Source: an optimization exercise on an open RTL-to-GDS flow (aim: small area). Production flows keep margins and buffers that such runs may drop. Where RTL was checked, it was by simulation tests only, not by an equivalence proof against the original. Power is estimated from default activity; no workload was simulated.

==> flow/design.v (excerpt) <==
module seg_led_top(
    input sys_clk,
    input sys_rst_n,
    input [3:0] keys,
    output [3:0] leds,
    output [5:0] seg_sel,
    output [7:0] seg_led
);
    wire clk = sys_clk;
    wire rst_n = sys_rst_n;
    wire [3:0] ev;
    key_debounce u_key0 (.clk(clk), .rst_n(rst_n), .key(keys[0]), .ev(ev[0]));
    key_debounce u_key1 (.clk(clk), .rst_n(rst_n), .key(keys[1]), .ev(ev[1]));
    key_debounce u_key2 (.clk(clk), .rst_n(rst_n), .key(keys[2]), .ev(ev[2]));
    key_debounce u_key3 (.clk(clk), .rst_n(rst_n), .key(keys[3]), .ev(ev[3]));
    wire k_left    = (ev == 4'b0010);
    wire k_right   = (ev == 4'b0100);
    wire k_confirm = (ev == 4'b1000);
    wire [2:0] st;
    wire [2:0] st_nx;
    wire [1:0] tune;
    wire run;
    wire reach;
    sys_status_mgr u_status (
        .clk(clk), .rst_n(rst_n), .ev(ev), .reach(reach),
        .st(st), .st_nx(st_nx), .tune(tune), .run(run)
    );
    wire in_tuning  = ~st[2] & ~st[1] & st[0];
    wire in_atuning = st[2] & ~st[1] & st[0];
    wire tick, p43, p0, rot, blink;
    binary2bcd u_time_base (
        .clk(clk), .rst_n(rst_n),
        .tick(tick), .p43(p43), .p0(p0), .rot(rot), .blink(blink)
    );
    wire [8:0] eh;
    wire [5:0] em;
    wire [5:0] es;
    tune_offset u_offset (
        .clk(clk), .rst_n(rst_n), .active(~st[1] & st[0]), .tune(tune),
        .k_left(k_left), .k_right(k_right),
        .eh(eh), .em(em), .es(es)
    );
    wire started;
    wire [17:0] abs_c;
  ...
Settings: LEC_CHECK=0, CAP_MARGIN=20, CORE_MARGIN=2, CORE_UTILIZATION=40, CTS_BUF_LIST=sky130_fd_sc_hd__clkbuf_8 sky130_fd_sc_hd__clkbuf_16, CTS_CLUSTER_DIAMETER=100, CTS_CLUSTER_SIZE=28, SLEW_MARGIN=20; clock period 20.0 ns.
run.sh (not shown) runs the stock make flow with config.mk's settings and CLKGATE_MAP_FILE= SYNTH_SCRIPT=/design/flow/synth_recipe.tcl, a recipe that flattens the netlist after the stock synthesis.
==> next run, changes <==
CTS_BUF_LIST = sky130_fd_sc_hd__clkbuf_16   (was sky130_fd_sc_hd__clkbuf_8 sky130_fd_sc_hd__clkbuf_16)
CTS_CLUSTER_DIAMETER = 110   (was 100)
CTS_CLUSTER_SIZE = 30   (was 28)
Power goes down by 3.7%.
Register-to-register slack is better by 30 ps.
Routed wire length hardly moves.
Setup slack is better by 27 ps.
First-iteration DRC count goes up by 5.1%.


Setup of the reference run:
seg_led_top, a different RTL version from the one above (not shown whole).
For scale: roughly 1400 cells after synthesis, roughly 240 flip-flops, about 24 I/O pins.
export LEC_CHECK = 0
export CAP_MARGIN = 20
export CORE_MARGIN = 2
export CORE_UTILIZATION = 40
export CTS_BUF_LIST = sky130_fd_sc_hd__clkbuf_4
export SLEW_MARGIN = 20
create_clock -name core_clock -period 20.0 [get_ports {sys_clk}]
The reference run closes out successfully: all stages finished, all timing, DRC and antenna checks passed.
Edits applied to the flow inputs when going from the reference run to the trial run:
- CTS_CLUSTER_DIAMETER now 70, previously not set
- CTS_BUF_LIST now sky130_fd_sc_hd__clkbuf_8 sky130_fd_sc_hd__clkbuf_16, was sky130_fd_sc_hd__clkbuf_4
- CTS_CLUSTER_SIZE now 16, previously not set
Findings:
The reference run completed; timing, DRC and antenna clean
The trial run went all the way through the flow, and no timing, DRC or antenna check failed.
Changes observed in the trial run relative to the reference run: compound-cell area share of the yosys netlist ~0 delta, worst hold slack ~0 delta, horizontal extent of the die ~0 delta.
No run of this note included a check of the RTL's function; only the layout flow was run.


Starting RTL as in the previous note.
## seg_led_top
module seg_led_top(
    input sys_clk,
    input sys_rst_n,
    input [3:0] keys,
    output [3:0] leds,
    output [5:0] seg_sel,
    output [7:0] seg_led
);
Settings: LEC_CHECK=0, CAP_MARGIN=20, CORE_MARGIN=2, CORE_UTILIZATION=40, CTS_BUF_LIST=sky130_fd_sc_hd__clkbuf_16, CTS_CLUSTER_DIAMETER=90, CTS_CLUSTER_SIZE=20, SLEW_MARGIN=20; clock period 20.0 ns.
The starting point completed with no timing, DRC or antenna violations.
Then changed:
--- a/flow/config.mk
+++ b/flow/config.mk
@@ -10,5 +10,4 @@
 export CORE_UTILIZATION = 40
-export CTS_BUF_LIST = sky130_fd_sc_hd__clkbuf_16
-export CTS_CLUSTER_DIAMETER = 90
-export CTS_CLUSTER_SIZE = 20
+export CTS_BUF_LIST = sky130_fd_sc_hd__clkbuf_2 sky130_fd_sc_hd__clkbuf_4 sky130_fd_sc_hd__clkbuf_8
+export CTS_CLUSTER_SIZE = 40
 export SLEW_MARGIN = 20
After rerunning:
- count of clock-buffer cells in the layout went up by 53
- flip-flop and latch count does not change
- sequential power is about the same
- worst setup slack got worse by 0.031 ns
- routed wire length went up by 1.6%
- cell count went up by about 2.6%
- cell area went up by 3.2%
- clock skew went up by 0.025 ns
No run of this note included a check of the RTL's function; only the layout flow was run.

[re-timing with driven ports]
In the flow no input, the clock included, has a driving cell. The finished layouts below were timed again as built, in two steps. Step 1, drivers: a clkbuf_16 drives sys_clk and a buf_2 each remaining input, both assumed. Step 2, shift: input delay + t, output delay - t, t = (earliest + latest rising clock arrival at the registers) / 2. This alone moves slack from input paths to output paths. Three values: ideal, step 1, step 2; two values: the first two.
run | shift t [ns] | setup WS [ns] | hold slack, ns | worst data-port slew with drivers (ns)
the first run of note 1 | 0.515 | 12.234 / 12.234 / 12.234 | 0.376 / 0.376 / 0.376 | 0.04
the second run of note 1 | 0.514 | 12.261 / 12.261 / 12.261 | 0.377 / 0.377 / 0.377 | 0.04
the reference run | 0.731 | 11.417 / 11.417 / 11.417 | 0.370 / 0.370 / 0.370 | 0.05
the trial run | 0.560 | 11.404 / 11.404 / 11.404 | 0.368 / 0.368 / 0.368 | 0.05
the first run of note 3 | 0.553 | 11.389 / 11.389 / 11.389 | 0.364 / 0.364 / 0.364 | 0.05
the second run of note 3 | 0.626 | 11.358 / 11.358 / 11.358 | 0.368 / 0.368 / 0.368 | 0.05
After both steps every run listed still meets setup and hold.
